Background: an optimization exercise with open tools, aiming at small area, a short achievable clock period and few clock cycles per item. Do not read the settings as production practice.
At most, simulation tests tie the RTL to the original design; equivalence was not proved.
The clock port is modelled as an ideal driver, which makes a skipped or thinned clock tree look cheaper than it is; a real chip needs a root buffer or a tree.
No activity file was given, so power comes from the tool's default toggle rates.

// mac_neuron
module mac_neuron(
	input clk,
	input rst,
	input in_valid,
	output in_ready,
	input [15:0] in_x,
	input [15:0] in_w,
	input in_last,
	output reg out_valid,
	output [15:0] out_data
);
Size in the first run: roughly 930 cells after synthesis, roughly 130 flip-flops, ~9600 sq um of cells after synthesis.
==> flow/config.mk <==
export PLATFORM = sky130hd
export DESIGN_NAME = mac_neuron
export DESIGN_NICKNAME = mac_neuron
export VERILOG_FILES = /design/flow/design.v
export SDC_FILE = /design/flow/constraint.sdc
export NUM_CORES = 4
export LEC_CHECK = 0
export CAP_MARGIN = 20
export CORE_MARGIN = 2
export CORE_UTILIZATION = 40
export CTS_BUF_LIST = sky130_fd_sc_hd__clkbuf_4 sky130_fd_sc_hd__clkbuf_8
export CTS_CLUSTER_SIZE = 40
export PLACE_DENSITY = 0.6
export SLEW_MARGIN = 20
export SYNTH_HIERARCHICAL = 1
==> flow/constraint.sdc <==
create_clock -name core_clock -period 11.0 [get_ports {clk}]
set_input_delay 2.2000 -clock core_clock [delete_from_list [all_inputs] [get_ports {clk}]]
set_output_delay 2.2000 -clock core_clock [all_outputs]
set_load 0.01 [all_outputs]
standard.sh (not shown) runs the stock make flow with config.mk's settings and CLKGATE_MAP_FILE= SYNTH_SCRIPT=/design/flow/synth_recipe.tcl, a recipe that flattens the netlist after the stock synthesis.
==> flow/flow/run.sh <==
#!/bin/bash
set -euo pipefail
source flow/env.sh
bash standard.sh > std_flow.log 2>&1
==> flow/flow/env.sh <==
export SETUP_SLACK_MARGIN=8.1
export BUFFER_PORTS_ARGS="-buffer_cell sky130_fd_sc_hd__buf_1"
Testbench counts at the start, summed over its fixed seeds: cycles 8,224, items 8,192.
==> next run, changes <==
==> flow/flow/env.sh (replaced) <==
export SETUP_SLACK_MARGIN=7.5
export BUFFER_PORTS_ARGS="-buffer_cell sky130_fd_sc_hd__buf_1"
Power came out lower by 13%. Setup slack degrades by 0.28 ns. Critical path depth went up by 5. Final area went down by 18%. Die area does not change. Via count is lower by 13%. Hold slack is about the same. Utilization is lower by 9.8 points. Area after synthesis does not change. Sequential cell count stays the same. Wire length falls by 21%.

---

mac_neuron, a different RTL version from the one above (not shown whole).
Size in the first run: roughly 1,400 cells after synthesis, roughly 120 flip-flops, roughly 11,000 µm² of cells after synthesis.
Settings: LEC_CHECK=0, ABC_AREA=1, CAP_MARGIN=20, CORE_MARGIN=2, CORE_UTILIZATION=40, PLACE_DENSITY=0.6, SETUP_SLACK_MARGIN=5, SLEW_MARGIN=70; clock period 11.0 ns.
run.sh (not shown) runs the stock make flow with config.mk's settings and CLKGATE_MAP_FILE= SYNTH_SCRIPT=/design/flow/synth_recipe.tcl, a recipe that flattens the netlist after the stock synthesis.
Stock flow here: none of the scripts above is used.
Change:
- SETUP_SLACK_MARGIN: 5 -> default
- SLEW_MARGIN: 70 -> 20
Effect: Routed wire length grows by about 0.7%; non-clock buffer count shrinks by 5; register-to-register slack loses 930 ps; flip-flop and latch count is unchanged; sequential share of layout area rises by 0.15 points; sequential power stays flat; first-iteration DRC count went up by 12%; combinational power hardly moves; utilization goes down by 0.56 points.
Function was not checked in any run of this note: the RTL went through the layout flow alone.

---

Setup of run K:
mac_neuron with an RTL version that a note above also has.
Size in the first run: about 930 cells after synthesis.
Design mac_neuron, start of the top module:
module mac_neuron(
	input clk,
	input rst,
	input in_valid,
	output in_ready,
	input [15:0] in_x,
	input [15:0] in_w,
	input in_last,
	output reg out_valid,
	output [15:0] out_data
);
assign in_ready = 1'b1;
reg [15:0] xn;
reg v0, l0;
reg [7:0] b_onen, b_twon, b_neg;
reg [23:0] ha_r, hb_r;
reg cl_r, zl_r, v1, l1;
reg zl0, sg0, sg1;
reg [15:0] m_r;
reg v2, l2;
reg [15:0] acc;
reg first;
wire bs1;
wire pp2;
wire bs3;
wire pp4;
wire bs5;
wire pp6;
wire bs7;
wire pp8;
wire bs9;
wire pp10;
wire bs11;
wire pp12;
wire bs13;
wire pp14;
wire bs15;
wire pp16;
wire bs17;
wire pp18;
wire bs19;
wire pp20;
wire bs21;
wire pp22;
wire bs23;
wire pp24;
wire bs25;
wire pp26;
wire bs27;
wire pp28;
wire bs29;
wire pp30;
wire bs31;
wire pp32;
wire bs33;
wire pp34;
wire bs35;
wire pp36;
wire bs37;
wire pp38;
wire bs39;
wire pp40;
wire bs41;
wire pp42;
wire bs43;
wire pp44;
wire bs45;
wire pp46;
wire bs47;
wire pp48;
wire bs49;
wire pp50;
wire bs51;
wire pp52;
wire bs53;
wire pp54;
wire bs55;
wire pp56;
wire bs57;
wire pp58;
wire bs59;
wire pp60;
wire bs61;
wire pp62;
wire bs63;
wire pp64;
wire bs65;
wire pp66;
wire bs67;
wire pp68;
wire bs69;
wire pp70;
wire bs71;
wire pp72;
wire bs73;
wire pp74;
wire bs75;
wire pp76;
wire bs77;
wire pp78;
wire bs79;
wire pp80;
wire bs81;
wire pp82;
wire bs83;
wire pp84;
wire bs85;
wire pp86;
wire bs87;
wire pp88;
wire bs89;
wire pp90;
wire bs91;
wire pp92;
wire bs93;
wire pp94;
wire bs95;
wire pp96;
wire bs97;
wire pp98;
wire bs99;
wire pp100;
wire bs101;
wire pp102;
wire bs103;
wire pp104;
wire bs105;
wire pp106;
wire bs107;
wire pp108;
wire bs109;
wire pp110;
wire bs111;
wire pp112;
wire bs113;
wire pp114;
wire bs115;
wire pp116;
wire bs117;
wire pp118;
wire bs119;
wire pp120;
wire bs121;
wire pp122;
wire bs123;
  ...
Settings: LEC_CHECK=0, CAP_MARGIN=20, CORE_MARGIN=2, CORE_UTILIZATION=50.0, CTS_BUF_LIST=sky130_fd_sc_hd__clkbuf_4 sky130_fd_sc_hd__clkbuf_8, CTS_CLUSTER_SIZE=40, PLACE_DENSITY=0.7, SLEW_MARGIN=20, SYNTH_HIERARCHICAL=1; clock period 11.0 ns.
standard.sh (not shown) runs the stock make flow with config.mk's settings and CLKGATE_MAP_FILE= SYNTH_SCRIPT=/design/flow/synth_recipe.tcl, a recipe that flattens the netlist after the stock synthesis.
Scripts as last shown in full above: flow/flow/run.sh
Other scripts of this flow, unchanged in this note and not shown: flow/flow/env.sh, flow/flow/manual_cts.tcl
Testbench counts of run K, summed over its fixed seeds: cycles 8,224, items 8,192.
#### Input delta (run Z over run K)
--- a/flow/config.mk
+++ b/flow/config.mk
@@ -8,8 +8,8 @@
 export CAP_MARGIN = 20
 export CORE_MARGIN = 2
-export CORE_UTILIZATION = 50.0
+export CORE_UTILIZATION = 60.0
 export CTS_BUF_LIST = sky130_fd_sc_hd__clkbuf_4 sky130_fd_sc_hd__clkbuf_8
 export CTS_CLUSTER_SIZE = 40
-export PLACE_DENSITY = 0.7
+export PLACE_DENSITY = 0.8
 export SLEW_MARGIN = 20
 export SYNTH_HIERARCHICAL = 1
--- outcome ---
Run Z vs run K: final critical-path required period down. Re I/O pin total: no difference whatsoever between run Z and run K. Summary of run Z over run K: clock power share has decreased; power share of the sequential group has decreased; largest net degree at the start of global routing has remained practically unchanged.
No run of this note takes its clock network from TritonCTS; it comes from the design's own scripts or RTL.

## port drivers added, routing unchanged
Ports are ideal in the flow. The routed layouts listed here were re-timed in OpenROAD.
Step 1, drivers: a clkbuf_16 drives clk and a buf_2 each remaining input, both assumed.
Step 2 times the ports against the registers' clock, not the clock port: input delays grow and output delays shrink by t, the midpoint of the rising clock arrivals with the driver on.
a / b / c = ideal / step 1 / step 2; a / b = the first two.
run	shift t [ns]	setup slack, ns	worst hold slack (ns)
the first run of note 1	0.487	7.894 / 7.854 / 7.732	0.335 / 0.335 / 0.335
the second run of note 1	0.486	7.615 / 7.615 / 7.615	0.334 / 0.334 / 0.334
the first run of note 2	0.465	7.039 / 7.039 / 7.039	0.321 / 0.321 / 0.321
the second run of note 2	0.466	6.107 / 6.107 / 6.107	0.323 / 0.323 / 0.323
run K	0.363	7.749 / 7.749 / 7.688	0.324 / 0.324 / 0.324
run Z	0.359	7.780 / 7.780 / 7.667	0.333 / 0.333 / 0.333
After both steps setup and hold are still met in every run listed. The setup slack of the first run of note 1, which loses most, moves by -0.040 ns with the drivers and by -0.162 ns with both steps.
